From an optimization exercise on the open Yosys and OpenROAD flow, aimed at small area, a short achievable clock period and few clock cycles per item; shortcuts taken in it are not production practice. Where RTL was checked, it was by simulation tests only, not by an equivalence proof against the original.

== build 94 ==
Design mat_ops_controller, start of the top module:
module mat_ops_controller #(
	parameter DATA_LEN = 8,
	parameter N = 8,
	parameter ADDRESS_SIZE = 4
)
(
	input                         i_clk,
	input                         i_rstn,
	input   [DATA_LEN*N-1:0]      i_read_data_A,
	output  [ADDRESS_SIZE-1:0]    o_address_A,
	output                        o_wr_en_A,
	output  [DATA_LEN*N-1:0]      o_write_data_A,
	input   [DATA_LEN*N-1:0]      i_read_data_B,
	output  [ADDRESS_SIZE-1:0]    o_address_B,
	output                        o_wr_en_B,
	output  [DATA_LEN*N-1:0]      o_write_data_B,
	output                        o_done
);
==> flow/config.mk <==
export PLATFORM = sky130hd
export DESIGN_NAME = mat_ops_controller
export DESIGN_NICKNAME = mat_ops_controller
export VERILOG_FILES = /design/flow/design.v
export SDC_FILE = /design/flow/constraint.sdc
export NUM_CORES = 4
export LEC_CHECK = 0
export CAP_MARGIN = 20
export CORE_MARGIN = 2
export CORE_UTILIZATION = 40
export PLACE_DENSITY = 0.6
export SETUP_SLACK_MARGIN = 2.4
export SLEW_MARGIN = 20
==> flow/constraint.sdc <==
create_clock -name core_clock -period 5.0 [get_ports {i_clk}]
set_input_delay 1.0000 -clock core_clock [delete_from_list [all_inputs] [get_ports {i_clk}]]
set_output_delay 1.0000 -clock core_clock [all_outputs]
set_load 0.01 [all_outputs]
standard.sh (not shown) runs the stock make flow with config.mk's settings and CLKGATE_MAP_FILE= SYNTH_SCRIPT=/design/flow/synth_recipe.tcl, a recipe that flattens the netlist after the stock synthesis.
==> flow/flow/run.sh <==
#!/bin/bash
# The standard layout (the standard.sh, standard synthesis unchanged) with
# the port buffers made from the smallest buffer cell instead of the
# clock-delay buffer that buffer_ports picks by default.
set -euo pipefail
bash standard.sh BUFFER_PORTS_ARGS="-buffer_cell sky130_fd_sc_hd__buf_1" finish > make_finish.log 2>&1
Testbench counts of build 94, summed over its fixed seeds: cycles 28,808, jobs 384.
Input changes introduced in build 97 (baseline for comparison: build 94):
--- a/flow/config.mk
+++ b/flow/config.mk
@@ -10,4 +10,4 @@
 export CORE_UTILIZATION = 40
 export PLACE_DENSITY = 0.6
-export SETUP_SLACK_MARGIN = 2.4
+export SETUP_SLACK_MARGIN = 2.5
 export SLEW_MARGIN = 20
==> comparison <==
Post-route fraction of the period consumed by the critical path: build 97 vs build 94, no meaningful difference. As of build 97, last weighted congestion value of the routability-driven placer had risen slightly compared to build 94. Build 97 against build 94: routed wire length moved up, worst hold slack saw little to no change.
### build 97 -> build 78
--- a/flow/config.mk
+++ b/flow/config.mk
@@ -9,4 +9,7 @@
 export CORE_MARGIN = 2
 export CORE_UTILIZATION = 40
+export CTS_BUF_LIST = sky130_fd_sc_hd__clkbuf_4 sky130_fd_sc_hd__clkbuf_8 sky130_fd_sc_hd__clkbuf_16
+export CTS_CLUSTER_DIAMETER = 80
+export CTS_CLUSTER_SIZE = 40
 export PLACE_DENSITY = 0.6
 export SETUP_SLACK_MARGIN = 2.5
[summary]
Build 78 completed every stage of the flow, and the final layout passed the timing, design-rule and antenna checks. Build 78 against build 97: placed wire-length estimate saw little to no change; area used by multi-input combinational logic saw little to no change. Build 78 against build 97: relative slew slack shows an increase of 0.53 points; peak fanout along the critical path shows an increase of 2; final instance area shows a reduction of about 2.8%. Diff build 97 -> build 78: wire length of the first global-routing pass now smaller, maximum frequency increased by about 2% relative to the old numbers, number of antenna violations at the first check in global routing did not really move. Reg-to-reg setup timing slack in build 78 vs build 97: up 0.05 ns.
> inputs changed (build 78 -> build 56)
--- a/flow/config.mk
+++ b/flow/config.mk
@@ -10,6 +10,6 @@
 export CORE_UTILIZATION = 40
 export CTS_BUF_LIST = sky130_fd_sc_hd__clkbuf_4 sky130_fd_sc_hd__clkbuf_8 sky130_fd_sc_hd__clkbuf_16
-export CTS_CLUSTER_DIAMETER = 80
-export CTS_CLUSTER_SIZE = 40
+export CTS_CLUSTER_DIAMETER = 60
+export CTS_CLUSTER_SIZE = 30
 export PLACE_DENSITY = 0.6
 export SETUP_SLACK_MARGIN = 2.5
Findings:
- Side by side, overall fraction of global-route tracks in use turned out higher in build 56 than in build 78.
- Sort build 56 and build 78 by layout overhead on the synthesized area, ascending, and build 78 comes first.
- As far as core outline area is concerned, build 78 and build 56 perform about the same.
- Compared to build 78, build 56 shows a narrower setup margin.
- The worst-skew pair later-pin latency in build 56 sits 0.02 ns above the value recorded for build 78.

========
Another version of the RTL of mat_ops_controller (not shown whole).
For scale: about 1,300 cells after synthesis, ~210 flip-flops, ~14,000 um2 of cells after synthesis.
export LEC_CHECK = 0
export CAP_MARGIN = 20
export CORE_MARGIN = 2
export CORE_UTILIZATION = 40
export CTS_BUF_LIST = sky130_fd_sc_hd__clkbuf_4 sky130_fd_sc_hd__clkbuf_8 sky130_fd_sc_hd__clkbuf_16
export CTS_CLUSTER_DIAMETER = 80
export CTS_CLUSTER_SIZE = 40
export PLACE_DENSITY = 0.6
export SETUP_SLACK_MARGIN = 2.4
export SLEW_MARGIN = 20
create_clock -name core_clock -period 5.0 [get_ports {i_clk}]
Scripts as last shown in full above: flow/flow/run.sh
The baseline completed without violations.
Change:
Settings changed: SETUP_SLACK_MARGIN 2.4 to 2.5.
Routed wire length grows by 1.2%.
Area after synthesis does not change.
Count of clock-buffer cells in the layout grows by 3.
Die area is unchanged.
Setup slack gets better by 0.017 ns.
Non-clock buffer count grows by 4.
Function was not checked in any run of this note: the RTL went through the layout flow alone.

========
Another version of the RTL of mat_ops_controller (not shown whole).
Size in the first run: about 270 I/O pins.
Settings: LEC_CHECK=0, CAP_MARGIN=20, CORE_MARGIN=2, CORE_UTILIZATION=40, PLACE_DENSITY=0.6, SETUP_SLACK_MARGIN=2.5, SLEW_MARGIN=20; clock period 5.0 ns.
run.sh (not shown) runs the stock make flow with config.mk's settings and CLKGATE_MAP_FILE= SYNTH_SCRIPT=/design/flow/synth_recipe.tcl, a recipe that flattens the netlist after the stock synthesis.
Stock flow here: none of the scripts above is used.
Rerun with:
Settings changed: SETUP_SLACK_MARGIN 2.5 to 3.0.
Utilization rose by 6.1 points.
Routed wire length rose by about a fifth.
Area after synthesis stays the same.
Maximum frequency rose by a few percent.
Global-route usage rose by 2.0 points.
Critical path depth fell by 1.
Clock skew barely changes.
Sequential cell count does not change.
Worst setup slack gets better by 0.11 ns.
Rerun with:
Settings changed: CTS_BUF_LIST set to sky130_fd_sc_hd__clkbuf_4 sky130_fd_sc_hd__clkbuf_8, SETUP_SLACK_MARGIN 3.0 to 2.5.
- The changed run completed with no timing, DRC or antenna violations
- core utilization is lower by 6.2 points
- wire length is lower by 10%
- design area is lower by 11%
Rerun with:
==> flow/flow/run.sh (new file) <==
#!/bin/bash
# The standard layout (the standard.sh, standard synthesis unchanged) with
# the port buffers made from the smallest buffer cell instead of the
# clock-delay buffer that buffer_ports picks by default.
set -euo pipefail
bash standard.sh BUFFER_PORTS_ARGS="-buffer_cell sky130_fd_sc_hd__buf_1" finish > make_finish.log 2>&1
==> flow/standard.sh (new file) <==
#!/bin/bash
# synth_recipe.tcl (not shown) runs the flow's synth.tcl, then flattens the netlist and writes it again
# the make line also repeats each setting of config.mk as NAME=value (left out here)
make -C /OpenROAD-flow-scripts/flow DESIGN_CONFIG=/design/flow/config.mk WORK_HOME=/design/flow/orfs CLKGATE_MAP_FILE= SYNTH_SCRIPT=/design/flow/synth_recipe.tcl "${@:-finish}"
Settings changed: CTS_BUF_LIST sky130_fd_sc_hd__clkbuf_4 sky130_fd_sc_hd__clkbuf_8 to unset.
removed: flow/run.sh
=>
- The changed run went through all stages and came out clean
- register-to-register slack is better by 0.098 ns
- first-iteration DRC count rose by roughly a tenth
- cell area fell by a few percent
- routed wire length fell by a few percent
- global-route usage fell by 0.15 points
- count of clock-buffer cells in the layout fell by 24
- final cell count fell by a few percent
- die area is unchanged
- synthesized cell count stays the same
No run of this note included a check of the RTL's function; only the layout flow was run.

[afterwards: timing with drivers on the ports]
No port has a modelled driver above. Below, the same layouts with a new extraction and two added sets of constraints.
Step 1 assumes that a clkbuf_16 drives the clock port and a buf_2 every other input.
Step 2 also shifts input and output timing later by t, the mid clock arrival at the registers, as if the neighbouring blocks saw the same clock.
Slacks: ideal ports / drivers / drivers and shift; pairs: ideal ports / drivers.
run	shift t [ns]	slack for setup (ns)	worst data-port slew with drivers (ns)	pins driven straight from the clock port
build 94	0.575	2.546 / 2.496 / 2.256	0.09	1
build 97	0.571	2.547 / 2.541 / 2.272	0.09	1
build 78	0.535	2.597 / 2.583 / 2.286	0.09	1
build 56	0.560	2.567 / 2.554 / 2.307	0.09	1
the first run of note 2	0.530	2.558 / 2.558 / 2.179	0.08	1
the second run of note 2	0.528	2.575 / 2.575 / 2.162	0.08	1
the first run of note 3	0.560	2.340 / 2.340 / 2.340	0.11	1
the second run of note 3	0.570	2.455 / 2.455 / 2.455	0.08	1
the third run of note 3	0.657	2.310 / 2.310 / 2.310	0.11	1
the fourth run of note 3	0.575	2.408 / 2.408 / 2.142	0.08	1
After both steps setup and hold are still met in every run listed. For the second run of note 2, which loses most, drivers alone change the setup slack by 0.000 ns; drivers and shift together by -0.413 ns.
